This design comes from an exercise in tuning for small area and a short achievable clock period on the open sky130 flow, not from production work. Function was not checked in any run shown here: the RTL went through the layout flow alone. No activity file was given, so power comes from the tool's default toggle rates.

<file path="flow/flow/run.sh">
#!/bin/bash
set -e
export BUFFER_PORTS_ARGS="-buffer_cell sky130_fd_sc_hd__buf_1"
export CTS_ARGS="-sink_clustering_enable -repair_clock_nets -dont_use_dummy_load -buf_list {sky130_fd_sc_hd__clkbuf_4 sky130_fd_sc_hd__clkbuf_8}"
bash standard.sh > standard.log 2>&1
</file>
<file path="flow/standard.sh">
#!/bin/bash
# synth_recipe.tcl (not shown) runs the flow's synth.tcl, then flattens the netlist and writes it again
# the make line also repeats each setting of config.mk as NAME=value (left out here)
make -C /OpenROAD-flow-scripts/flow DESIGN_CONFIG=/design/flow/config.mk WORK_HOME=/design/flow/orfs CLKGATE_MAP_FILE= SYNTH_SCRIPT=/design/flow/synth_recipe.tcl "${@:-finish}"
</file>
<file path="flow/config.mk">
export PLATFORM = sky130hd
export DESIGN_NAME = fp16
export DESIGN_NICKNAME = fp16
export VERILOG_FILES = /design/flow/design.v
export SDC_FILE = /design/flow/constraint.sdc
export NUM_CORES = 4
export LEC_CHECK = 0
export CAP_MARGIN = 20
export CORE_MARGIN = 2
export CORE_UTILIZATION = 40
export CTS_BUF_LIST = sky130_fd_sc_hd__clkbuf_4 sky130_fd_sc_hd__clkbuf_8
export PLACE_DENSITY = 0.6
export SETUP_SLACK_MARGIN = 2.5
export SLEW_MARGIN = 20
export SYNTH_HIERARCHICAL = 1
export SYNTH_MINIMUM_KEEP_SIZE = 0
</file>
<file path="flow/constraint.sdc">
create_clock -name core_clock -period 6.0 [get_ports {clk_50}]
set_input_delay 1.2000 -clock core_clock [delete_from_list [all_inputs] [get_ports {clk_50}]]
set_output_delay 1.2000 -clock core_clock [all_outputs]
set_load 0.01 [all_outputs]
</file>
<file path="flow/design.v">
module add1(
	input clk,
	input en,
	input [15:0] x,
	output [15:0] z
	);
wire       nz = |x;
wire [4:0] e1 = x[14:10] + 5'd1;
wire [14:0] d = {e1[4:1], e1[0] & nz, x[9:0]};
reg [14:0] q;
always @(posedge clk) begin
	if (en) q <= d;
end
assign z = {1'b0, q};
endmodule
module fp16(
	input clk_50,reset_50,
	input [15:0] x_50,y_50,
	output [15:0] m_50,a_50
	);
reg        s1_s;
reg  [4:0] s1_e;
reg  [9:0] s1_xm, s1_ym;
reg        s1_nz;
always @(posedge clk_50) begin
	s1_s  <= x_50[15] ^ y_50[15];
	s1_e  <= x_50[14:10] + y_50[14:10] + 5'd17;	 
	s1_xm <= x_50[9:0];
	s1_ym <= y_50[9:0];
end
always @(posedge clk_50 or posedge reset_50) begin
	if (reset_50) s1_nz <= 1'b0;
	else          s1_nz <= (x_50 != 16'h0000) && (y_50 != 16'h0000);
end
wire [9:0] xm = s1_xm, ym = s1_ym;
wire [9:0] nxm = ~xm, nym = ~ym;
wire [9:0] npp [0:9];
genvar gi, gj;
generate for (gi = 0; gi < 10; gi = gi + 1) begin : g_pp
	for (gj = 0; gj < 10; gj = gj + 1) begin : g_pp2
		assign npp[gi][gj] = ~(xm[gi] & ym[gj]);
	end
end endgenerate
  wire hs0, hc0;
  fp16_xnor u_hx0 (.a(npp[0][9]), .b(npp[1][8]), .y(hs0));
  fp16_or u_ho0 (.a(npp[0][9]), .b(npp[1][8]), .y(hc0));
  wire fs1, fc1;
  fp16_fa u_fa1 (.a(nxm[0]), .b(nym[0]), .c(npp[1][9]), .s(fs1), .co(fc1));
  wire hs2, hc2;
  fp16_xnor u_hx2 (.a(npp[2][8]), .b(npp[3][7]), .y(hs2));
  fp16_or u_ho2 (.a(npp[2][8]), .b(npp[3][7]), .y(hc2));
  wire fs3, fc3;
  fp16_fa u_fa3 (.a(nxm[1]), .b(nym[1]), .c(npp[2][9]), .s(fs3), .co(fc3));
  wire hs4, hc4;
  fp16_xnor u_hx4 (.a(npp[3][8]), .b(npp[4][7]), .y(hs4));
  fp16_or u_ho4 (.a(npp[3][8]), .b(npp[4][7]), .y(hc4));
  wire fs5, fc5;
  fp16_fa u_fa5 (.a(nxm[2]), .b(nym[2]), .c(npp[3][9]), .s(fs5), .co(fc5));
  wire hs6, hc6;
  fp16_xnor u_hx6 (.a(npp[0][6]), .b(npp[1][5]), .y(hs6));
  fp16_or u_ho6 (.a(npp[0][6]), .b(npp[1][5]), .y(hc6));
  wire fs7, fc7;
  fp16_fa u_fa7 (.a(npp[0][7]), .b(npp[1][6]), .c(npp[2][5]), .s(fs7), .co(fc7));
  wire hs8, hc8;
  fp16_xnor u_hx8 (.a(npp[3][4]), .b(npp[4][3]), .y(hs8));
  fp16_or u_ho8 (.a(npp[3][4]), .b(npp[4][3]), .y(hc8));
  wire fs9, fc9;
  fp16_fa u_fa9 (.a(npp[0][8]), .b(npp[1][7]), .c(npp[2][6]), .s(fs9), .co(fc9));
  wire fs10, fc10;
  fp16_fa u_fa10 (.a(npp[3][5]), .b(npp[4][4]), .c(npp[5][3]), .s(fs10), .co(fc10));
  wire hs11, hc11;
  fp16_xnor u_hx11 (.a(npp[6][2]), .b(npp[7][1]), .y(hs11));
  fp16_or u_ho11 (.a(npp[6][2]), .b(npp[7][1]), .y(hc11));
  wire fs12, fc12;
  fp16_fa u_fa12 (.a(npp[2][7]), .b(npp[3][6]), .c(npp[4][5]), .s(fs12), .co(fc12));
  wire fs13, fc13;
  fp16_fa u_fa13 (.a(npp[5][4]), .b(npp[6][3]), .c(npp[7][2]), .s(fs13), .co(fc13));
  wire fs14, fc14;
  fp16_fa u_fa14 (.a(npp[8][1]), .b(npp[9][0]), .c(hs0), .s(fs14), .co(fc14));
  wire fs15, fc15;
  fp16_fa u_fa15 (.a(npp[4][6]), .b(npp[5][5]), .c(npp[6][4]), .s(fs15), .co(fc15));
  wire fs16, fc16;
  fp16_fa u_fa16 (.a(npp[7][3]), .b(npp[8][2]), .c(npp[9][1]), .s(fs16), .co(fc16));
  wire fs17, fc17;
  fp16_fa u_fa17 (.a(hc0), .b(hs2), .c(fs1), .s(fs17), .co(fc17));
  wire fs18, fc18;
  fp16_fa u_fa18 (.a(npp[5][6]), .b(npp[6][5]), .c(npp[7][4]), .s(fs18), .co(fc18));
  wire fs19, fc19;
  fp16_fa u_fa19 (.a(npp[8][3]), .b(npp[9][2]), .c(hc2), .s(fs19), .co(fc19));
  wire fs20, fc20;
  fp16_fa u_fa20 (.a(hs4), .b(fc1), .c(fs3), .s(fs20), .co(fc20));
  wire fs21, fc21;
  fp16_fa u_fa21 (.a(npp[4][8]), .b(npp[5][7]), .c(npp[6][6]), .s(fs21), .co(fc21));
  wire fs22, fc22;
  fp16_fa u_fa22 (.a(npp[7][5]), .b(npp[8][4]), .c(npp[9][3]), .s(fs22), .co(fc22));
  wire fs23, fc23;
  fp16_fa u_fa23 (.a(hc4), .b(fc3), .c(fs5), .s(fs23), .co(fc23));
  wire fs24, fc24;
  fp16_fa u_fa24 (.a(nxm[3]), .b(nym[3]), .c(npp[4][9]), .s(fs24), .co(fc24));
  wire fs25, fc25;
  fp16_fa u_fa25 (.a(npp[5][8]), .b(npp[6][7]), .c(npp[7][6]), .s(fs25), .co(fc25));
  wire fs26, fc26;
  fp16_fa u_fa26 (.a(npp[8][5]), .b(npp[9][4]), .c(fc5), .s(fs26), .co(fc26));
  wire fs27, fc27;
  fp16_fa u_fa27 (.a(nxm[4]), .b(nym[4]), .c(npp[5][9]), .s(fs27), .co(fc27));
  wire fs28, fc28;
  fp16_fa u_fa28 (.a(npp[6][8]), .b(npp[7][7]), .c(npp[8][6]), .s(fs28), .co(fc28));
  wire fs29, fc29;
  fp16_fa u_fa29 (.a(nxm[5]), .b(nym[5]), .c(npp[6][9]), .s(fs29), .co(fc29));
  wire hs30, hc30;
  fp16_xnor u_hx30 (.a(npp[0][4]), .b(npp[1][3]), .y(hs30));
  fp16_or u_ho30 (.a(npp[0][4]), .b(npp[1][3]), .y(hc30));
  wire fs31, fc31;
  fp16_fa u_fa31 (.a(npp[0][5]), .b(npp[1][4]), .c(npp[2][3]), .s(fs31), .co(fc31));
  wire hs32, hc32;
  fp16_xnor u_hx32 (.a(npp[3][2]), .b(npp[4][1]), .y(hs32));
  fp16_or u_ho32 (.a(npp[3][2]), .b(npp[4][1]), .y(hc32));
  wire fs33, fc33;
  fp16_fa u_fa33 (.a(npp[2][4]), .b(npp[3][3]), .c(npp[4][2]), .s(fs33), .co(fc33));
  wire fs34, fc34;
  fp16_fa u_fa34 (.a(npp[5][1]), .b(npp[6][0]), .c(hs6), .s(fs34), .co(fc34));
  wire fs35, fc35;
  fp16_fa u_fa35 (.a(npp[5][2]), .b(npp[6][1]), .c(npp[7][0]), .s(fs35), .co(fc35));
  wire fs36, fc36;
  fp16_fa u_fa36 (.a(hc6), .b(hs8), .c(fs7), .s(fs36), .co(fc36));
  wire fs37, fc37;
  fp16_fa u_fa37 (.a(npp[8][0]), .b(hc8), .c(hs11), .s(fs37), .co(fc37));
  wire fs38, fc38;
  fp16_fa u_fa38 (.a(fc7), .b(fs9), .c(fs10), .s(fs38), .co(fc38));
  wire fs39, fc39;
  fp16_fa u_fa39 (.a(hc11), .b(fc9), .c(fc10), .s(fs39), .co(fc39));
  wire fs40, fc40;
  fp16_fa u_fa40 (.a(fs12), .b(fs13), .c(fs14), .s(fs40), .co(fc40));
  wire fs41, fc41;
  fp16_fa u_fa41 (.a(fc12), .b(fc13), .c(fs15), .s(fs41), .co(fc41));
  wire fs42, fc42;
  fp16_fa u_fa42 (.a(fs16), .b(fc14), .c(fs17), .s(fs42), .co(fc42));
  wire fs43, fc43;
  fp16_fa u_fa43 (.a(fc15), .b(fc16), .c(fs18), .s(fs43), .co(fc43));
  wire fs44, fc44;
  fp16_fa u_fa44 (.a(fs19), .b(fc17), .c(fs20), .s(fs44), .co(fc44));
  wire fs45, fc45;
  fp16_fa u_fa45 (.a(fc18), .b(fs21), .c(fs22), .s(fs45), .co(fc45));
  wire fs46, fc46;
  fp16_fa u_fa46 (.a(fc19), .b(fc20), .c(fs23), .s(fs46), .co(fc46));
  wire fs47, fc47;
  fp16_fa u_fa47 (.a(fc21), .b(fc22), .c(fs24), .s(fs47), .co(fc47));
  wire fs48, fc48;
  fp16_fa u_fa48 (.a(fs25), .b(fc23), .c(fs26), .s(fs48), .co(fc48));
  wire fs49, fc49;
  fp16_fa u_fa49 (.a(npp[9][5]), .b(fc24), .c(fc25), .s(fs49), .co(fc49));
  wire fs50, fc50;
  fp16_fa u_fa50 (.a(fs27), .b(fs28), .c(fc26), .s(fs50), .co(fc50));
  wire fs51, fc51;
  fp16_fa u_fa51 (.a(npp[7][8]), .b(npp[8][7]), .c(npp[9][6]), .s(fs51), .co(fc51));
  wire fs52, fc52;
  fp16_fa u_fa52 (.a(fc27), .b(fc28), .c(fs29), .s(fs52), .co(fc52));
  wire fs53, fc53;
  fp16_fa u_fa53 (.a(nxm[6]), .b(nym[6]), .c(npp[7][9]), .s(fs53), .co(fc53));
  wire fs54, fc54;
  fp16_fa u_fa54 (.a(npp[8][8]), .b(npp[9][7]), .c(fc29), .s(fs54), .co(fc54));
  wire fs55, fc55;
  fp16_fa u_fa55 (.a(nxm[7]), .b(nym[7]), .c(npp[8][9]), .s(fs55), .co(fc55));
  wire hs56, hc56;
  fp16_xnor u_hx56 (.a(npp[0][3]), .b(npp[1][2]), .y(hs56));
  fp16_or u_ho56 (.a(npp[0][3]), .b(npp[1][2]), .y(hc56));
  wire fs57, fc57;
  fp16_fa u_fa57 (.a(npp[2][2]), .b(npp[3][1]), .c(npp[4][0]), .s(fs57), .co(fc57));
  wire fs58, fc58;
  fp16_fa u_fa58 (.a(npp[5][0]), .b(hc30), .c(hs32), .s(fs58), .co(fc58));
  wire fs59, fc59;
  fp16_fa u_fa59 (.a(hc32), .b(fc31), .c(fs33), .s(fs59), .co(fc59));
  wire fs60, fc60;
  fp16_fa u_fa60 (.a(fc33), .b(fs35), .c(fc34), .s(fs60), .co(fc60));
  wire fs61, fc61;
  fp16_fa u_fa61 (.a(fc35), .b(fs37), .c(fc36), .s(fs61), .co(fc61));
  wire fs62, fc62;
  fp16_fa u_fa62 (.a(fc37), .b(fc38), .c(fs39), .s(fs62), .co(fc62));
  wire fs63, fc63;
  fp16_fa u_fa63 (.a(fc39), .b(fs41), .c(fc40), .s(fs63), .co(fc63));
  wire fs64, fc64;
  fp16_fa u_fa64 (.a(fc41), .b(fs43), .c(fc42), .s(fs64), .co(fc64));
  wire fs65, fc65;
  fp16_fa u_fa65 (.a(fc43), .b(fs45), .c(fc44), .s(fs65), .co(fc65));
  wire fs66, fc66;
  fp16_fa u_fa66 (.a(fc45), .b(fs47), .c(fc46), .s(fs66), .co(fc66));
  wire fs67, fc67;
  fp16_fa u_fa67 (.a(fc47), .b(fs49), .c(fc48), .s(fs67), .co(fc67));
  wire fs68, fc68;
  fp16_fa u_fa68 (.a(fs51), .b(fc49), .c(fs52), .s(fs68), .co(fc68));
  wire fs69, fc69;
  fp16_fa u_fa69 (.a(fc51), .b(fs53), .c(fc52), .s(fs69), .co(fc69));
  wire fs70, fc70;
  fp16_fa u_fa70 (.a(npp[9][8]), .b(fc53), .c(fs55), .s(fs70), .co(fc70));
  wire fs71, fc71;
  fp16_fa u_fa71 (.a(nxm[8]), .b(nym[8]), .c(npp[9][9]), .s(fs71), .co(fc71));
  wire hs72, hc72;
  fp16_xnor u_hx72 (.a(npp[0][2]), .b(npp[1][1]), .y(hs72));
  fp16_or u_ho72 (.a(npp[0][2]), .b(npp[1][1]), .y(hc72));
  wire fs73, fc73;
  fp16_fa u_fa73 (.a(npp[2][1]), .b(npp[3][0]), .c(hs56), .s(fs73), .co(fc73));
  wire fs74, fc74;
  fp16_fa u_fa74 (.a(hc56), .b(hs30), .c(fs57), .s(fs74), .co(fc74));
  wire fs75, fc75;
  fp16_fa u_fa75 (.a(fc57), .b(fs31), .c(fs58), .s(fs75), .co(fc75));
  wire fs76, fc76;
  fp16_fa u_fa76 (.a(fc58), .b(fs34), .c(fs59), .s(fs76), .co(fc76));
  wire fs77, fc77;
  fp16_fa u_fa77 (.a(fc59), .b(fs36), .c(fs60), .s(fs77), .co(fc77));
  wire fs78, fc78;
  fp16_fa u_fa78 (.a(fs38), .b(fc60), .c(fs61), .s(fs78), .co(fc78));
  wire fs79, fc79;
  fp16_fa u_fa79 (.a(fc61), .b(fs40), .c(fs62), .s(fs79), .co(fc79));
  wire fs80, fc80;
  fp16_fa u_fa80 (.a(fc62), .b(fs42), .c(fs63), .s(fs80), .co(fc80));
  wire fs81, fc81;
  fp16_fa u_fa81 (.a(fs44), .b(fc63), .c(fs64), .s(fs81), .co(fc81));
  wire fs82, fc82;
  fp16_fa u_fa82 (.a(fs46), .b(fc64), .c(fs65), .s(fs82), .co(fc82));
  wire fs83, fc83;
  fp16_fa u_fa83 (.a(fs48), .b(fc65), .c(fs66), .s(fs83), .co(fc83));
  wire fs84, fc84;
  fp16_fa u_fa84 (.a(fs50), .b(fc66), .c(fs67), .s(fs84), .co(fc84));
  wire fs85, fc85;
  fp16_fa u_fa85 (.a(fc50), .b(fs68), .c(fc67), .s(fs85), .co(fc85));
  wire fs86, fc86;
  fp16_fa u_fa86 (.a(fs54), .b(fc68), .c(fs69), .s(fs86), .co(fc86));
  wire fs87, fc87;
  fp16_fa u_fa87 (.a(fc54), .b(fs70), .c(fc69), .s(fs87), .co(fc87));
  wire fs88, fc88;
  fp16_fa u_fa88 (.a(fc55), .b(fs71), .c(fc70), .s(fs88), .co(fc88));
  wire fs89, fc89;
  fp16_fa u_fa89 (.a(nxm[9]), .b(nym[9]), .c(fc71), .s(fs89), .co(fc89));
wire [21:0] nra = {1'b1, fc89, fc88, fc87, fc86, fc85, fc84, fc83, fc82, fc81, fc80, fc79, fc78, fc77, fc76, fc75, fc74, fc73, hc72, hs72, npp[0][1], npp[0][0]};
wire [21:0] nrb = {1'b1, 1'b0, fs89, fs88, fs87, fs86, fs85, fs84, fs83, fs82, fs81, fs80, fs79, fs78, fs77, fs76, fs75, fs74, fs73, npp[2][0], npp[1][0], 1'b1};
wire [21:0] kd  = nra & nrb;
wire [21:0] pd  = nra ^ nrb;
wire [9:0] lk [0:4];
wire [9:0] lp [0:4];
assign lk[0] = kd[9:0];
assign lp[0] = pd[9:0];
genvar gl;
generate for (gl = 0; gl < 4; gl = gl + 1) begin : g_lo
	for (gi = 0; gi < 10; gi = gi + 1) begin : g_pos
		if (gi >= (1 << gl)) begin : g_node
			assign lk[gl+1][gi] = lk[gl][gi] | (lp[gl][gi] & lk[gl][gi-(1<<gl)]);
			assign lp[gl+1][gi] = lp[gl][gi] & lp[gl][gi-(1<<gl)];
		end else begin : g_pass
			assign lk[gl+1][gi] = lk[gl][gi];
			assign lp[gl+1][gi] = lp[gl][gi];
		end
	end
end endgenerate
wire nc10 = lk[4][9] | lp[4][9];
reg [11:0] s2_p, s2_k;
reg        s2_nc;
reg        s2_s;
reg  [4:0] s2_e;
reg        s2_nz;
always @(posedge clk_50) begin
	s2_p  <= pd[21:10];
	s2_k  <= kd[21:10];
	s2_nc <= nc10;
	s2_s  <= s1_s;
	s2_e  <= s1_e;
end
always @(posedge clk_50 or posedge reset_50) begin
	if (reset_50) s2_nz <= 1'b0;
	else          s2_nz <= s1_nz;
end
wire [4:0]  e1 = s2_e + 5'd1;
wire [14:0] mag;
wire o0;
fp16_aoi21 u_o0 (.a1(s2_p[0]), .a2(s2_nc), .b1(s2_k[0]), .y(o0));
wire o1;
fp16_aoi21 u_o1 (.a1(s2_p[1]), .a2(s2_k[0]), .b1(s2_k[1]), .y(o1));
wire o2;
fp16_nand2 u_o2 (.a(s2_p[1]), .b(s2_p[0]), .y(o2));
wire o3;
fp16_aoi21 u_o3 (.a1(s2_p[2]), .a2(s2_k[1]), .b1(s2_k[2]), .y(o3));
wire o4;
fp16_nand2 u_o4 (.a(s2_p[2]), .b(s2_p[1]), .y(o4));
wire o5;
fp16_aoi21 u_o5 (.a1(s2_p[3]), .a2(s2_k[2]), .b1(s2_k[3]), .y(o5));
wire o6;
fp16_nand2 u_o6 (.a(s2_p[3]), .b(s2_p[2]), .y(o6));
wire o7;
fp16_aoi21 u_o7 (.a1(s2_p[4]), .a2(s2_k[3]), .b1(s2_k[4]), .y(o7));
wire o8;
fp16_nand2 u_o8 (.a(s2_p[4]), .b(s2_p[3]), .y(o8));
wire o9;
fp16_aoi21 u_o9 (.a1(s2_p[5]), .a2(s2_k[4]), .b1(s2_k[5]), .y(o9));
wire o10;
fp16_nand2 u_o10 (.a(s2_p[5]), .b(s2_p[4]), .y(o10));
wire o11;
fp16_aoi21 u_o11 (.a1(s2_p[6]), .a2(s2_k[5]), .b1(s2_k[6]), .y(o11));
wire o12;
fp16_nand2 u_o12 (.a(s2_p[6]), .b(s2_p[5]), .y(o12));
wire o13;
fp16_aoi21 u_o13 (.a1(s2_p[7]), .a2(s2_k[6]), .b1(s2_k[7]), .y(o13));
wire o14;
fp16_nand2 u_o14 (.a(s2_p[7]), .b(s2_p[6]), .y(o14));
wire o15;
fp16_aoi21 u_o15 (.a1(s2_p[8]), .a2(s2_k[7]), .b1(s2_k[8]), .y(o15));
wire o16;
fp16_nand2 u_o16 (.a(s2_p[8]), .b(s2_p[7]), .y(o16));
wire o17;
fp16_aoi21 u_o17 (.a1(s2_p[9]), .a2(s2_k[8]), .b1(s2_k[9]), .y(o17));
wire o18;
fp16_nand2 u_o18 (.a(s2_p[9]), .b(s2_p[8]), .y(o18));
wire o19;
fp16_aoi21 u_o19 (.a1(s2_p[10]), .a2(s2_k[9]), .b1(s2_k[10]), .y(o19));
wire o20;
fp16_nand2 u_o20 (.a(s2_p[10]), .b(s2_p[9]), .y(o20));
wire o21;
fp16_aoi21 u_o21 (.a1(s2_p[11]), .a2(s2_k[10]), .b1(s2_k[11]), .y(o21));
wire o22;
fp16_nand2 u_o22 (.a(s2_p[11]), .b(s2_p[10]), .y(o22));
wire o23;
fp16_inv u_o23 (.a(s2_nc), .y(o23));
wire o24;
fp16_oai21 u_o24 (.a1(o2), .a2(o23), .b1(o1), .y(o24));
wire o25;
fp16_oai21 u_o25 (.a1(o4), .a2(o0), .b1(o3), .y(o25));
wire o26;
fp16_oai21 u_o26 (.a1(o6), .a2(o1), .b1(o5), .y(o26));
wire o27;
fp16_nor2 u_o27 (.a(o6), .b(o2), .y(o27));
wire o28;
fp16_oai21 u_o28 (.a1(o8), .a2(o3), .b1(o7), .y(o28));
wire o29;
fp16_nor2 u_o29 (.a(o8), .b(o4), .y(o29));
wire o30;
fp16_oai21 u_o30 (.a1(o10), .a2(o5), .b1(o9), .y(o30));
wire o31;
fp16_nor2 u_o31 (.a(o10), .b(o6), .y(o31));
wire o32;
fp16_oai21 u_o32 (.a1(o12), .a2(o7), .b1(o11), .y(o32));
wire o33;
fp16_nor2 u_o33 (.a(o12), .b(o8), .y(o33));
wire o34;
fp16_oai21 u_o34 (.a1(o14), .a2(o9), .b1(o13), .y(o34));
wire o35;
fp16_nor2 u_o35 (.a(o14), .b(o10), .y(o35));
wire o36;
fp16_oai21 u_o36 (.a1(o16), .a2(o11), .b1(o15), .y(o36));
wire o37;
fp16_nor2 u_o37 (.a(o16), .b(o12), .y(o37));
wire o38;
fp16_oai21 u_o38 (.a1(o18), .a2(o13), .b1(o17), .y(o38));
wire o39;
fp16_nor2 u_o39 (.a(o18), .b(o14), .y(o39));
wire o40;
fp16_oai21 u_o40 (.a1(o20), .a2(o15), .b1(o19), .y(o40));
wire o41;
fp16_nor2 u_o41 (.a(o20), .b(o16), .y(o41));
wire o42;
fp16_oai21 u_o42 (.a1(o22), .a2(o17), .b1(o21), .y(o42));
wire o43;
fp16_nor2 u_o43 (.a(o22), .b(o18), .y(o43));
wire o44;
fp16_aoi21 u_o44 (.a1(o27), .a2(s2_nc), .b1(o26), .y(o44));
wire o45;
fp16_inv u_o45 (.a(o0), .y(o45));
wire o46;
fp16_aoi21 u_o46 (.a1(o29), .a2(o45), .b1(o28), .y(o46));
wire o47;
fp16_aoi21 u_o47 (.a1(o31), .a2(o24), .b1(o30), .y(o47));
wire o48;
fp16_aoi21 u_o48 (.a1(o33), .a2(o25), .b1(o32), .y(o48));
wire o49;
fp16_aoi21 u_o49 (.a1(o35), .a2(o26), .b1(o34), .y(o49));
wire o50;
fp16_nand2 u_o50 (.a(o35), .b(o27), .y(o50));
wire o51;
fp16_aoi21 u_o51 (.a1(o37), .a2(o28), .b1(o36), .y(o51));
wire o52;
fp16_nand2 u_o52 (.a(o37), .b(o29), .y(o52));
wire o53;
fp16_aoi21 u_o53 (.a1(o39), .a2(o30), .b1(o38), .y(o53));
wire o54;
fp16_nand2 u_o54 (.a(o39), .b(o31), .y(o54));
wire o55;
fp16_aoi21 u_o55 (.a1(o41), .a2(o32), .b1(o40), .y(o55));
wire o56;
fp16_nand2 u_o56 (.a(o41), .b(o33), .y(o56));
wire o57;
fp16_aoi21 u_o57 (.a1(o43), .a2(o34), .b1(o42), .y(o57));
wire o58;
fp16_nand2 u_o58 (.a(o43), .b(o35), .y(o58));
wire o59;
fp16_oai21 u_o59 (.a1(o50), .a2(o23), .b1(o49), .y(o59));
wire o60;
fp16_oai21 u_o60 (.a1(o52), .a2(o0), .b1(o51), .y(o60));
wire o61;
fp16_inv u_o61 (.a(o24), .y(o61));
wire o62;
fp16_oai21 u_o62 (.a1(o54), .a2(o61), .b1(o53), .y(o62));
wire o63;
fp16_inv u_o63 (.a(o25), .y(o63));
wire o64;
fp16_oai21 u_o64 (.a1(o56), .a2(o63), .b1(o55), .y(o64));
wire o65;
fp16_oai21 u_o65 (.a1(o58), .a2(o44), .b1(o57), .y(o65));
wire o66;
fp16_xnor2 u_o66 (.a(s2_p[0]), .b(s2_nc), .y(o66));
wire o67;
fp16_xor2 u_o67 (.a(s2_p[1]), .b(o0), .y(o67));
wire o68;
fp16_xnor2 u_o68 (.a(s2_p[2]), .b(o24), .y(o68));
wire o69;
fp16_xnor2 u_o69 (.a(s2_p[3]), .b(o25), .y(o69));
wire o70;
fp16_xor2 u_o70 (.a(s2_p[4]), .b(o44), .y(o70));
wire o71;
fp16_xor2 u_o71 (.a(s2_p[5]), .b(o46), .y(o71));
wire o72;
fp16_xor2 u_o72 (.a(s2_p[6]), .b(o47), .y(o72));
wire o73;
fp16_xor2 u_o73 (.a(s2_p[7]), .b(o48), .y(o73));
wire o74;
fp16_xnor2 u_o74 (.a(s2_p[8]), .b(o59), .y(o74));
wire o75;
fp16_xnor2 u_o75 (.a(s2_p[9]), .b(o60), .y(o75));
wire o76;
fp16_xnor2 u_o76 (.a(s2_p[10]), .b(o62), .y(o76));
wire o77;
fp16_xnor2 u_o77 (.a(s2_p[11]), .b(o64), .y(o77));
wire o78;
fp16_xnor2 u_o78 (.a(s2_p[11]), .b(o64), .y(o78));
wire o79;
fp16_nand2 u_o79 (.a(s2_nz), .b(o66), .y(o79));
wire o80;
fp16_nand2 u_o80 (.a(s2_nz), .b(o67), .y(o80));
wire o81;
fp16_nand2 u_o81 (.a(s2_nz), .b(o68), .y(o81));
wire o82;
fp16_nand2 u_o82 (.a(s2_nz), .b(o69), .y(o82));
wire o83;
fp16_nand2 u_o83 (.a(s2_nz), .b(o70), .y(o83));
wire o84;
fp16_nand2 u_o84 (.a(s2_nz), .b(o71), .y(o84));
wire o85;
fp16_nand2 u_o85 (.a(s2_nz), .b(o72), .y(o85));
wire o86;
fp16_nand2 u_o86 (.a(s2_nz), .b(o73), .y(o86));
wire o87;
fp16_nand2 u_o87 (.a(s2_nz), .b(o74), .y(o87));
wire o88;
fp16_nand2 u_o88 (.a(s2_nz), .b(o75), .y(o88));
wire o89;
fp16_nand2 u_o89 (.a(s2_nz), .b(o76), .y(o89));
wire o90;
fp16_nand2 u_o90 (.a(s2_nz), .b(s2_e[0]), .y(o90));
wire o91;
fp16_nand2 u_o91 (.a(s2_nz), .b(s2_e[1]), .y(o91));
wire o92;
fp16_nand2 u_o92 (.a(s2_nz), .b(s2_e[2]), .y(o92));
wire o93;
fp16_nand2 u_o93 (.a(s2_nz), .b(s2_e[3]), .y(o93));
wire o94;
fp16_nand2 u_o94 (.a(s2_nz), .b(s2_e[4]), .y(o94));
wire o95;
fp16_nand2 u_o95 (.a(s2_nz), .b(e1[0]), .y(o95));
wire o96;
fp16_nand2 u_o96 (.a(s2_nz), .b(e1[1]), .y(o96));
wire o97;
fp16_nand2 u_o97 (.a(s2_nz), .b(e1[2]), .y(o97));
wire o98;
fp16_nand2 u_o98 (.a(s2_nz), .b(e1[3]), .y(o98));
wire o99;
fp16_nand2 u_o99 (.a(s2_nz), .b(e1[4]), .y(o99));
wire o100;
fp16_mux2i u_o100 (.s(o77), .a0(o79), .a1(o80), .y(o100));
wire o101;
fp16_mux2i u_o101 (.s(o77), .a0(o80), .a1(o81), .y(o101));
wire o102;
fp16_mux2i u_o102 (.s(o77), .a0(o81), .a1(o82), .y(o102));
wire o103;
fp16_mux2i u_o103 (.s(o77), .a0(o82), .a1(o83), .y(o103));
wire o104;
fp16_mux2i u_o104 (.s(o77), .a0(o83), .a1(o84), .y(o104));
wire o105;
fp16_mux2i u_o105 (.s(o77), .a0(o84), .a1(o85), .y(o105));
wire o106;
fp16_mux2i u_o106 (.s(o77), .a0(o85), .a1(o86), .y(o106));
wire o107;
fp16_mux2i u_o107 (.s(o77), .a0(o86), .a1(o87), .y(o107));
wire o108;
fp16_mux2i u_o108 (.s(o78), .a0(o87), .a1(o88), .y(o108));
wire o109;
fp16_mux2i u_o109 (.s(o78), .a0(o88), .a1(o89), .y(o109));
wire o110;
fp16_mux2i u_o110 (.s(o78), .a0(o90), .a1(o95), .y(o110));
wire o111;
fp16_mux2i u_o111 (.s(o78), .a0(o91), .a1(o96), .y(o111));
wire o112;
fp16_mux2i u_o112 (.s(o78), .a0(o92), .a1(o97), .y(o112));
wire o113;
fp16_mux2i u_o113 (.s(o78), .a0(o93), .a1(o98), .y(o113));
wire o114;
fp16_mux2i u_o114 (.s(o78), .a0(o94), .a1(o99), .y(o114));
assign mag = {o114, o113, o112, o111, o110, o109, o108, o107, o106, o105, o104, o103, o102, o101, o100};
wire [15:0] m_q = {s2_nz & s2_s, mag};
assign m_50 = m_q;
reg c0, c1;
wire ph0 = ~(c0 | c1);
always @(posedge clk_50 or posedge reset_50) begin
	if (reset_50) begin
		c0 <= 1'b0;
		c1 <= 1'b0;
	end else begin
		c0 <= ph0;
		c1 <= c0;
	end
end
add1 a1(.clk(clk_50), .en(ph0), .x(m_q), .z(a_50));
endmodule
module fp16_fa(input a, b, c, output s, co);
	assign s  = a ^ b ^ c;
	assign co = (a & b) | (a & c) | (b & c);
endmodule
module fp16_xnor(input a, b, output y);
	assign y = ~(a ^ b);
endmodule
module fp16_or(input a, b, output y);
	assign y = a | b;
endmodule
module fp16_inv(input a, output y);
	assign y = ~a;
endmodule
module fp16_nand2(input a, b, output y);
	assign y = ~(a & b);
endmodule
module fp16_nor2(input a, b, output y);
	assign y = ~(a | b);
endmodule
module fp16_aoi21(input a1, a2, b1, output y);
	assign y = ~((a1 & a2) | b1);
endmodule
module fp16_oai21(input a1, a2, b1, output y);
	assign y = ~((a1 | a2) & b1);
endmodule
module fp16_xor2(input a, b, output y);
	assign y = a ^ b;
endmodule
module fp16_xnor2(input a, b, output y);
	assign y = ~(a ^ b);
endmodule
module fp16_mux2i(input s, a0, a1, output y);
	assign y = ~(s ? a1 : a0);
endmodule
</file>
==> run_results.csv, run 1 <==
group,metric,value,unit
status,status,"complete, no violations",
clock_network,clockBufferDepth,2,
clock_network,cts-root-buf,"clkbuf_8",
yosys,yosysSeqAreaShare,0.299,
floorplan,start_util,0.410,
power,power-per-cell-area,407,mW/mm^2
timing,period_share,0.559,
clock_network,htreeDepth,3,
timing,tns,0,ps
yosys,async_flop_share,0.0548,
global_route,grt_pass1_wl,18000,um
worst_setup_path,rr_endpoint,"s2_nc$_DFF_P_",
worst_setup_path,start_kind,"flip-flop",
floorplan,row_count,42,
hold_path,holdPathStages,0,
yosys,syn_avg_cell_area,10.4,um^2
power,irDropWorstVdd,0.162,mV
timing,whs,325,ps
yosys,yosysWarnings,8,
layout,nets,715,
floorplan,die-area,0.0146,mm^2
global_route,grt_pass1_vias,3699,
layout,fin_area,0.00599,mm^2
timing,hold_violations,0,
yosys,synth-main-ff-cell,"dfxtp_1",
global_route,grt_max_degree,23,
placed_design,place_hpwl,8890,um
yosys,synth_most_common_cell,"nand2_1",
yosys,netlist_instances,525,
floorplan,core_area,0.0133,mm^2
power,cellLeakagePower,2.33,nW
clock_network,cts_tree,"done",
yosys,synth_seq_cells,73,
worst_setup_path,ff2ff_setup_slack,2640,ps
yosys,synth-edff-count,15,
clock_network,clkTransAtPathRegs,60,ps
timing,setup_viol,0,
worst_setup_path,critical_path_class,"reg -> reg",
yosys,synth_top_area_frac,0.298,
hold_path,min_to,"s2_e[4]$_DFF_P_",
layout,drive_gt1_frac,0.120,
drt,vias_per_cell,4.82,
worst_setup_path,crit_path_end_kind,"flip-flop",
yosys,netlist_area,0.00545,mm^2
yosys,ys_top_cells_by_count,"nand2_1 (135), fa_1 (81), dfxtp_1 (54)",
clock_network,cts_sinks,73,
drt,avgRoutedWirePerCell,14.5,um
placed_design,placed_cell_area,0.00573,mm^2
timing,slew_viol_final,0,
drt,initialDrtViolationCount,168,
yosys,yosysUniqueCellTypes,32,
hold_path,hp-class,"reg -> reg",
hold_path,hp-start,"s1_e[4]$_DFF_P_",
placed_design,portBuffers,64,
worst_setup_path,cp_data_arrival_time,3560,ps
timing,finClkSkew,21.5,ps
global_route,grt_usage,0.158,
clock_network,clkLatencyLatePin,340,ps
run,max_cap_viol_count,0,
timing,worst_pin_slew,588,ps
yosys,yosys.area.top_type,"fa_1",
drt,ant_nets,0,
drt,remaining_drc_errors,0,
timing,min_period,3360,ps
layout,diodes,0,
global_route,grt.overflow.total,0,
global_route,antenna_found_initial,0,
worst_setup_path,r2r_cells,9,
drt,routed_wl,10800,um
worst_setup_path,cp.required,6200,ps
clock_network,cts_made_buffers,9,
worst_setup_path,reg2reg_from,"s1_xm[7]$_DFF_P_",
clock_network,cts_hold_buf,0,
worst_setup_path,cp_max_fo,11,
timing,rsz0062_at_grt,"true",
layout,area_growth,10.0,%
drt,dr.pass1.iters,5,
drt,vias,3593,
floorplan,io_pins,66,
yosys,synth.top_cells.by_area,"fa_1 (30%), dfxtp_1 (20%), nand2_1 (9.3%)",
timing,max-slew-margin-rel,0.608,
placed_design,gp_congestion,0.855,
timing,max_freq,0.298,GHz
floorplan,dieWidth,121,um
floorplan,dieHeight,121,um
-- per-module statistics from Yosys (local to each module, per instance), excerpt --
module,flip-flops and latches,cells,times used
fp16_oai21,0,1,14
fp16_inv,0,1,4
fp16_fa,0,1,80
fp16,58,286,1
fp16_xnor2,0,1,8
add1,15,31,1
fp16_xor2,0,1,5
-- logic make-up after synthesis --
logic type | share of synthesized area
xor+xnor | 0.0547
mux | 0.0276
flops | 0.299
simple gates | 0.136
compound gates | 0.0565
other cells | 0.00138
fa+ha+maj | 0.364
buf+inv | 0.0606
-- cell usage in the layout (no fill, tap or decap), types with 2 or more instances in the layout --
| master | instances |
|---|---|
| buf_4 | 4 |
| dfxtp_2 | 16 |
| inv_1 | 36 |
| mux2i_1 | 10 |
| or2_1 | 10 |
| nand3_1 | 4 |
| ha_1 | 29 |
| buf_1 | 62 |
| and2_1 | 2 |
| clkbuf_2 | 2 |
| nand4_1 | 2 |
| dfrtp_1 | 4 |
| a21o_1 | 2 |
| nand2_1 | 135 |
| a21oi_2 | 19 |
| dfxtp_4 | 6 |
| fa_1 | 81 |
| xnor2_1 | 23 |
| xor2_1 | 9 |
| mux2i_2 | 5 |
| clkbuf_8 | 9 |
| o21ai_1 | 12 |
| a21oi_1 | 2 |
| nor2_2 | 2 |
| edfxtp_1 | 15 |
| xnor2_2 | 2 |
| nor4_1 | 11 |
| dfxtp_1 | 32 |
| nor2_1 | 7 |
| conb_1 | 4 |
-- stage by stage --
| step | total power (W) | cells | util | setup slack, ps |
|---|---|---|---|---|
| finish | 0.00244 | 745 | 0.451 | 2640 |
| global route | 0.00269 | 745 | 0.451 | 2480 |
| CTS | 0.00243 | 744 | 0.445 | 2500 |
| detailed placement | 0.00212 | 732 | 0.431 | 2400 |
| global placement | 0.00209 | 732 | 0.431 | 2430 |
| floorplan | 0.00187 | 527 | - | 2660 |
-- what timing repair did --
action | 4_1_cts | 5_1_grt
gates cloned | 0 | 0
buffers inserted | 3 | 1
endpoints found under the hold margin | 0 | 0
pin swaps | 2 | 1
endpoints found under the setup margin | 16 | 22
gates resized for setup | 7 | 35
-- registers in the layout, indices dropped and copies added, names as in the netlist --
| name | cells |
|---|---|
| a1.q | 15 |
| c0 | 1 |
| c1 | 1 |
| s1_e | 5 |
| s1_nz | 1 |
| s1_s | 1 |
| s1_xm | 10 |
| s1_ym | 10 |
| s2_e | 5 |
| s2_k | 10 |
| s2_nc | 1 |
| s2_nz | 1 |
| s2_p | 11 |
| s2_s | 1 |
-- power breakdown --
| part | switching [W] | total [W] | internal [W] |
|---|---|---|---|
| clock network | 0.000144 | 0.000277 | 0.000133 |
| registers | 0.000128 | 0.000829 | 0.000701 |
| logic | 0.000775 | 0.00134 | 0.000560 |
| total | 0.00105 | 0.00244 | 0.00139 |
-- metal layers --
| layer | global-route usage | vias to the layer above | wire length [um] |
|---|---|---|---|
| met4 | 0.0531 | 0 | 83 |
| met1 | 0.221 | 1753 | 5150 |
| met5 | 0 | - | 0 |
| li1 | - | 1740 | - |
| met3 | 0.0316 | 6 | 501 |
| met2 | 0.246 | 94 | 5090 |
-- how the worst max path moves through the flow --
stage                     start            end  depth (start not counted)
5_1_grt        s1_ym[4]$_DFF_P_  s2_nc$_DFF_P_                          9
3_3_place_gp      s2_nc$_DFF_P_       m_50[10]                          7
6_report       s1_xm[7]$_DFF_P_  s2_nc$_DFF_P_                          9
2_1_floorplan  s1_ym[8]$_DFF_P_  s2_nc$_DFF_P_                         10
3_5_place_dp      s2_nc$_DFF_P_       m_50[10]                          7
4_1_cts        s1_ym[4]$_DFF_P_  s2_nc$_DFF_P_                          9
-- cell type report --
type	count	area, um^2
inverters	36	135
clock buffers	9	124
flip-flops and latches	73	1670
fillers	1234	7300
well taps	176	220
multi-input cells	382	3550
repair buffers	69	293
-- critical path, cell delays in order (launching register included) --
cell and delay [ps]:
dfxtp_1 600, nand2_1 150, or2_1 280, fa_1 570
fa_1 450, fa_1 450, ha_1 310, and4_1 180
a32oi_1 140, o211ai_1 110
==> inputs of run 2 (changes only) <==
==> flow/flow/run.sh (replaced) <==
#!/bin/bash
set -e
export BUFFER_PORTS_ARGS="-buffer_cell sky130_fd_sc_hd__buf_1"
export CTS_ARGS="-repair_clock_nets -dont_use_dummy_load -buf_list {sky130_fd_sc_hd__clkbuf_8 sky130_fd_sc_hd__clkbuf_16}"
bash standard.sh > standard.log 2>&1
==> run 2 against run 1 <==
Compared with the run above: clock power is 52% higher; power is 5.8% higher; cell count is 0.13% lower; critical endpoint is now m_50[9]; fmax hardly changed; synthesized cell count stayed put; critical path type is now reg -> out; sequential share of layout area is 0.50 points lower; largest cell class unchanged; still clean on timing, DRC and antenna; first-iteration DRC count is 11% higher; die area stayed put.
==> run_results.csv, run 2 <==
group,metric,value,unit
yosys,yosysSeqAreaShare,0.299,
layout,drive_gt1_frac,0.113,
global_route,grt_pass1_wl,18100,um
layout,nets,714,
layout,largest_reg_flops,15,
power,irDropWorstVdd,0.157,mV
timing,rsz0062_at_grt,"true",
layout,final_cell_mix,"nand2_1 (135), fa_1 (81), buf_1 (64)",
worst_setup_path,critical_path_class,"reg -> out",
clock_network,htreeDepth,3,
yosys,synth.top_cells.by_area,"fa_1 (30%), dfxtp_1 (20%), nand2_1 (9.3%)",
drt,vias,3622,
yosys,synth_seq_cells,73,
drt,routed_wl,10900,um
layout,fin_area,0.00609,mm^2
power,power-per-cell-area,424,mW/mm^2
layout,nFillCells,1227,
status,status,"complete, no violations",
drt,avgRoutedWirePerCell,14.6,um
power,cellLeakagePower,2.36,nW
clock_network,clkTransAtPathRegs,50,ps
worst_setup_path,cpPeakStageDelay,350,ps
clock_network,cts_sinks,73,
timing,period_share,0.559,
floorplan,row_count,42,
clock_network,clockBufferDepth,2,
yosys,syn_avg_cell_area,10.4,um^2
floorplan,core_area,0.0133,mm^2
global_route,grt_usage,0.157,
clock_network,clkLatencyLatePin,320,ps
clock_network,cts_tree,"done",
layout,area_growth,11.8,%
drt,ant_nets,0,
worst_setup_path,cp.required,4800,ps
layout,diodes,0,
floorplan,dieWidth,121,um
drt,dr.pass1.iters,5,
yosys,synth-main-ff-cell,"dfxtp_1",
yosys,yosys.area.top_type,"fa_1",
yosys,netlist_instances,525,
timing,max_freq,0.298,GHz
placed_design,portBuffers,64,
worst_setup_path,critPathSlowestCell,"dfxtp_2",
yosys,synth_fa_ha_area_frac,0.364,
yosys,yosysWarnings,8,
layout,final_common_cell,"nand2_1",
hold_path,hp-class,"reg -> reg",
yosys,async_flop_share,0.0548,
yosys,synth_compound_area_frac,0.0565,
placed_design,gp_congestion,0.855,
clock_network,cts_made_buffers,9,
floorplan,die-area,0.0146,mm^2
timing,max-slew-margin-rel,0.609,
global_route,grt.overflow.total,0,
yosys,yosysUniqueCellTypes,32,
yosys,synth-edff-count,15,
global_route,grt_pass1_vias,3739,
timing,slew_viol_final,0,
global_route,grt_max_degree,23,
worst_setup_path,ff2ff_setup_slack,2650,ps
drt,vias_per_cell,4.87,
floorplan,dieHeight,121,um
timing,tns,0,ps
hold_path,holdPathStages,0,
run,max_cap_viol_count,0,
timing,finClkSkew,15.9,ps
drt,initialDrtViolationCount,187,
timing,min_period,3350,ps
floorplan,io_pins,66,
global_route,antenna_found_initial,0,
yosys,synth_xor_area_frac,0.0547,
placed_design,placed_cell_area,0.00573,mm^2
hold_path,min_to,"s2_s$_DFF_P_",
worst_setup_path,crit_chain,"a21oi_2 -> o21ai_4 -> inv_1 -> o21ai_4 -> xnor2_2 -> buf_4 -> buf_4 -> mux2i_2 -> buf_1",
timing,worst_pin_slew,587,ps
timing,hold_violations,0,
worst_setup_path,cp_max_fo,6,
worst_setup_path,crit_path_end_kind,"output port",
yosys,synth_most_common_cell,"nand2_1",
floorplan,start_util,0.410,
hold_path,hp-start,"s1_s$_DFF_P_",
worst_setup_path,start_kind,"flip-flop",
yosys,synth_top_family_by_area,"adder cells",
layout,reg.largest.list,"a1.q: 15 flops, s2_p: 11 flops",
clock_network,cts_hold_buf,0,
worst_setup_path,rr_endpoint,"s2_nc$_DFF_P_",
drt,remaining_drc_errors,0,
clock_network,cts-root-buf,"clkbuf_16",
layout,regMostFlops,"a1.q",
worst_setup_path,cp_data_arrival_time,2150,ps
yosys,yosys.area_share.simple,0.136,
yosys,synth.area.mux_share,0.0276,
worst_setup_path,r2r_cells,9,
yosys,synth_top_area_frac,0.298,
worst_setup_path,reg2reg_from,"s1_xm[1]$_DFF_P_",
placed_design,place_hpwl,8890,um
yosys,netlist_area,0.00545,mm^2
yosys,ys_top_cells_by_count,"nand2_1 (135), fa_1 (81), dfxtp_1 (54)",
timing,setup_viol,0,
run 2: cell counts after synthesis:
No cell type changed its count.
run 2: how the worst max path moves through the flow:
stage,slack (ps),endpoint,depth (start not counted),from
floorplan,2660,s2_nc$_DFF_P_,10,s1_ym[8]$_DFF_P_
detailed placement,2400,m_50[10],7,s2_nc$_DFF_P_
finish,2650,m_50[9],9,s2_nc$_DFF_P_
CTS,2510,s2_nc$_DFF_P_,9,s1_ym[7]$_DFF_P_
global placement,2430,m_50[10],7,s2_nc$_DFF_P_
global route,2480,s2_nc$_DFF_P_,9,s1_xm[1]$_DFF_P_
run 2: layout make-up:
type | instances | area (um^2) | area share
Tap cell | 176 | 220 | 0.0362
Multi-Input combinational cell | 382 | 3550 | 0.584
Sequential cell | 73 | 1670 | 0.274
Inverter | 36 | 135 | 0.0222
Clock buffer | 9 | 225 | 0.0370
Timing Repair Buffer | 68 | 283 | 0.0464
run 2: what timing repair did:
action	4_1_cts	5_1_grt
hold endpoints to repair	0	0
pin swaps	2	0
gates resized for setup	6	33
setup buffers	3	0
endpoints found under the setup margin	16	22
run 2: cells by family after synthesis:
family | Yosys count
xor gates and xnor gates | 34
DFF | 73
and+or+nand+nor | 176
muxes | 15
buffers and inverters | 72
AOI/OAI and AO/OA | 43
other | 2
adders and majority gates | 110
run 2: power breakdown:
| group | total (W) | switching [W] | internal, W |
|---|---|---|---|
| Clock | 0.000421 | 0.000159 | 0.000261 |
| Combinational | 0.00133 | 0.000780 | 0.000552 |
| Sequential | 0.000831 | 0.000129 | 0.000702 |
run 2: metrics by stage:
step | setup slack, ps | power [W] | utilization | cells | hold WS, ps
6_report | 2650 | 0.00258 | 0.458 | 744 | 323
3_3_place_gp | 2430 | 0.00209 | 0.431 | 732 | 312
5_1_grt | 2480 | 0.00283 | 0.458 | 744 | 334
3_5_place_dp | 2400 | 0.00212 | 0.431 | 732 | 312
2_1_floorplan | 2660 | 0.00187 | - | 527 | 310
4_1_cts | 2510 | 0.00258 | 0.452 | 744 | 324
run 2: layer usage:
metal  vias up  share of wire  wire [um]  GRT usage
met4         0         0.0096        104     0.0378
met1      1761           0.47       5120      0.221
met2       111           0.47       5060      0.250
met3         9          0.054        584     0.0330
met5         -              0          0          0
li1       1741              -          -          -
run 2: worst max-delay path, delay by kind of cell, from the launching register on:
kind	cells	cell delay, ps
AO/OA/AOI/OAI	3	490
buffers and inverters	4	630
flip-flops	1	350
multiplexers	1	260
XOR/XNOR	1	120
run 2: modules after synthesis (local to each module, per instance), excerpt:
| module | times used | cell area, um^2 |
|---|---|---|
| fp16 | 1 | 2450 |
| fp16_aoi21 | 19 | 8.76 |
| fp16_fa | 80 | 20.0 |
| fp16_inv | 4 | 3.75 |
| fp16_mux2i | 15 | 10.0 |
| fp16_nand2 | 35 | 3.75 |
| fp16_nor2 | 8 | 3.75 |
| fp16_oai21 | 14 | 5.00 |
| fp16_or | 10 | 6.26 |
| fp16_xnor2 | 8 | 8.76 |
| fp16_xor2 | 5 | 8.76 |
==> inputs of run 3 (changes only) <==
==> flow/flow/run.sh (replaced) <==
#!/bin/bash
set -e
export BUFFER_PORTS_ARGS="-buffer_cell sky130_fd_sc_hd__buf_1"
export CTS_ARGS="-sink_clustering_enable -repair_clock_nets -dont_use_dummy_load -sink_clustering_size 100 -sink_clustering_max_diameter 1000 -buf_list {sky130_fd_sc_hd__clkbuf_16}"
bash standard.sh > standard.log 2>&1
==> run 3 against run 2 <==
Compared with the run above: synthesized cell count unchanged; first-iteration DRC count unchanged; via count did not move; global-route usage did not move; sequential power about the same; final area stayed put; cell count stayed put; sequential cell count did not move; count of clock-buffer cells in the layout did not move; power unchanged; critical path type unchanged; critical endpoint unchanged; largest cell class unchanged.
==> run_results.csv, run 3 <==
group,metric,value,unit
power,switching_share,0.413,
placed_design,place_inst,732,
layout,regMostFlops,"a1.q",
clock_network,cts-root-buf,"clkbuf_16",
layout,nFillCells,1227,
drt,avgRoutedWirePerCell,14.6,um
run,max_cap_viol_count,0,
layout,final_common_cell,"nand2_1",
hold_path,holdPathStages,0,
global_route,grt_usage,0.157,
yosys,synth_top_family_by_area,"adder cells",
power,power.switching,0.00107,W
layout,largest_reg_flops,15,
timing,setup_viol,0,
power,power,0.00258,W
drt,dr.pass1.iters,5,
floorplan,dieWidth,121,um
worst_setup_path,crit_path_end_kind,"output port",
layout,final_cell_mix,"nand2_1 (135), fa_1 (81), buf_1 (64)",
worst_setup_path,reg2reg_from,"s1_xm[1]$_DFF_P_",
yosys,synth_fa_ha_area_frac,0.364,
layout,diodes,0,
power,seqPwrFrac,0.322,
drt,routed_wl,10900,um
drt,remaining_drc_errors,0,
placed_design,portBuffers,64,
yosys,ys_top_cells_by_count,"nand2_1 (135), fa_1 (81), dfxtp_1 (54)",
worst_setup_path,critical_path_class,"reg -> out",
worst_setup_path,cp_max_fo,6,
power,comb_power_share,0.516,
yosys,netlist_instances,525,
global_route,grt_pass1_vias,3739,
worst_setup_path,ff2ff_setup_slack,2650,ps
power,pwr-share-clk,0.163,
placed_design,dpl_worst_slack,2400,ps
timing,slew_viol_final,0,
yosys,synth.top_cells.by_area,"fa_1 (30%), dfxtp_1 (20%), nand2_1 (9.3%)",
timing,finClkSkew,15.9,ps
clock_network,clockBufferDepth,2,
hold_path,min_to,"s2_s$_DFF_P_",
worst_setup_path,start_kind,"flip-flop",
timing,worst_pin_slew,587,ps
status,status,"complete, no violations",
floorplan,start_util,0.410,
timing,tns,0,ps
drt,vias,3622,
global_route,grt.overflow.total,0,
yosys,yosys.area.top_type,"fa_1",
floorplan,io_pins,66,
floorplan,core_area,0.0133,mm^2
yosys,yosysUniqueCellTypes,32,
yosys,synth-edff-count,15,
power,p_int,0.00152,W
clock_network,cts_tree,"done",
timing,min_period,3350,ps
clock_network,clkLatencyLatePin,320,ps
power,irDropWorstVdd,0.157,mV
clock_network,htreeDepth,3,
layout,multiInputGateArea,0.00355,mm^2
clock_network,clkTransAtPathRegs,50,ps
yosys,synth-main-ff-cell,"dfxtp_1",
yosys,async_flop_share,0.0548,
placed_design,gp_congestion,0.855,
timing,rsz0062_at_grt,"true",
yosys,synth_xor_area_frac,0.0547,
yosys,yosys.area_share.simple,0.136,
clock_network,cts_made_buffers,9,
yosys,netlist_area,0.00545,mm^2
yosys,synth_compound_area_frac,0.0565,
global_route,antenna_found_initial,0,
placed_design,place_hpwl,8890,um
clock_network,cts_sinks,73,
timing,period_share,0.559,
worst_setup_path,cp.required,4800,ps
hold_path,hp-start,"s1_s$_DFF_P_",
layout,nets,714,
layout,fin_cells,744,
yosys,synth_top_area_frac,0.298,
floorplan,die-area,0.0146,mm^2
yosys,yosysWarnings,8,
timing,hold_violations,0,
global_route,grt_max_degree,23,
layout,reg.largest.list,"a1.q: 15 flops, s2_p: 11 flops",
yosys,syn_avg_cell_area,10.4,um^2
global_route,grt_pass1_wl,18100,um
drt,vias_per_cell,4.87,
floorplan,row_count,42,
worst_setup_path,cp_data_arrival_time,2150,ps
layout,drive_gt1_frac,0.113,
timing,layout_setup_ws,2650,ps
layout,area_growth,11.8,%
drt,ant_nets,0,
timing,max_freq,0.298,GHz
drt,initialDrtViolationCount,187,
worst_setup_path,rr_endpoint,"s2_nc$_DFF_P_",
timing,max-slew-margin-rel,0.609,
yosys,synth_most_common_cell,"nand2_1",
yosys,synth.area.mux_share,0.0276,
worst_setup_path,r2r_cells,9,
floorplan,dieHeight,121,um
power,power-per-cell-area,424,mW/mm^2
power,cellLeakagePower,2.36,nW
hold_path,hp-class,"reg -> reg",
yosys,synth_seq_cells,73,
layout,seq_area,0.00167,mm^2
layout,utilization,0.458,
yosys,yosysSeqAreaShare,0.299,
==> run 3: cell counts in the layout (fill, tap and decap cells not counted) <==
Identical to the previous run, type by type.
==> run 3: power by group through the flow <==
stage / clock network [W] / logic, W / registers (W)
floorplan: 0 / 0.00105 / 0.000822
global placement: 0 / 0.00126 / 0.000833
detailed placement: 0 / 0.00128 / 0.000837
CTS: 0.000434 / 0.00132 / 0.000828
global route: 0.000455 / 0.00152 / 0.000851
finish: 0.000421 / 0.00133 / 0.000831
==> run 3: how the worst max path moves through the flow <==
stage	from	to	slack, ps	cells past startpoint
after floorplan	s1_ym[8]$_DFF_P_	s2_nc$_DFF_P_	2660	10
after CTS	s1_ym[7]$_DFF_P_	s2_nc$_DFF_P_	2510	9
after global routing	s1_xm[1]$_DFF_P_	s2_nc$_DFF_P_	2480	9
after global placement	s2_nc$_DFF_P_	m_50[10]	2430	7
final	s2_nc$_DFF_P_	m_50[9]	2650	9
after detailed placement	s2_nc$_DFF_P_	m_50[10]	2400	7
==> run 3: what timing repair did <==
action | CTS | global route
gates resized for setup | 6 | 33
hold buffers | 0 | 0
setup endpoints to repair | 16 | 22
setup buffers | 3 | 0
pin swaps | 2 | 0
==> run 3: area by class of cell <==
class,instances,share of cell area
clock buffer,9,0.0370
inverter,36,0.0222
multi-input combinational,382,0.584
sequential,73,0.274
tap,176,0.0362
timing repair buffer,68,0.0464
==> run 3: Yosys stat by module (local to each module, per instance), excerpt <==
module | copies in the design | cell area, um^2 | flops+latches
add1 | 1 | 566 | 15
fp16 | 1 | 2450 | 58
fp16_inv | 4 | 3.75 | 0
fp16_mux2i | 15 | 10.0 | 0
fp16_nor2 | 8 | 3.75 | 0
fp16_oai21 | 14 | 5.00 | 0
fp16_xnor | 10 | 8.76 | 0
fp16_xnor2 | 8 | 8.76 | 0
fp16_xor2 | 5 | 8.76 | 0
==> run 3: layer usage <==
metal | track usage | up-vias | wire length (um)
met3 | 0.0330 | 9 | 584
met1 | 0.221 | 1761 | 5120
met5 | 0 | - | 0
met2 | 0.250 | 111 | 5060
li1 | - | 1741 | -
met4 | 0.0378 | 0 | 104
==> run 3: critical path: stages (launching register included) <==
cell	delay, ps
dfxtp_2	350
a21oi_2	280
o21ai_4	120
inv_1	110
o21ai_4	90
xnor2_2	120
buf_4	190
buf_4	150
mux2i_2	260
buf_1	180
==> run 3: cell families after synthesis <==
group,after synthesis
AO/OA/AOI/OAI,43
XOR/XNOR,34
adder cells (fa/ha/maj),110
buffers and inverters,72
flip-flops,73
multiplexers,15
other,2
AND/OR/NAND/NOR,176
==> run 3: per-stage QoR <==
step,area [um^2],hold WS [ps]
2_1_floorplan,5460,310
3_3_place_gp,5730,312
3_5_place_dp,5730,312
4_1_cts,6020,324
5_1_grt,6090,334
6_report,6090,323

separate check: timing with driven ports:
Ports are ideal in the flow. The routed layouts listed here were re-timed in OpenROAD. Step 1: set_driving_cell puts a clkbuf_16 on clk_50 and a buf_2 on each other input, an assumption about the parent block. Step 2 moves the port delays by t, midway between the first and last clock arrival at a register: inputs arrive t later, outputs are due t later. That takes back most of the time a late clock gives input paths. Three values: no drivers, after step 1, after step 2; two values: the first two.
run	t, ns	setup slack, ns	cell pins on the clock port's net
run 1	0.357	2.644 / 2.619 / 2.644	1
run 2	0.345	2.647 / 2.616 / 2.649	1
run 3	0.345	2.647 / 2.616 / 2.649	1
After both steps setup and hold are still met in every run listed.
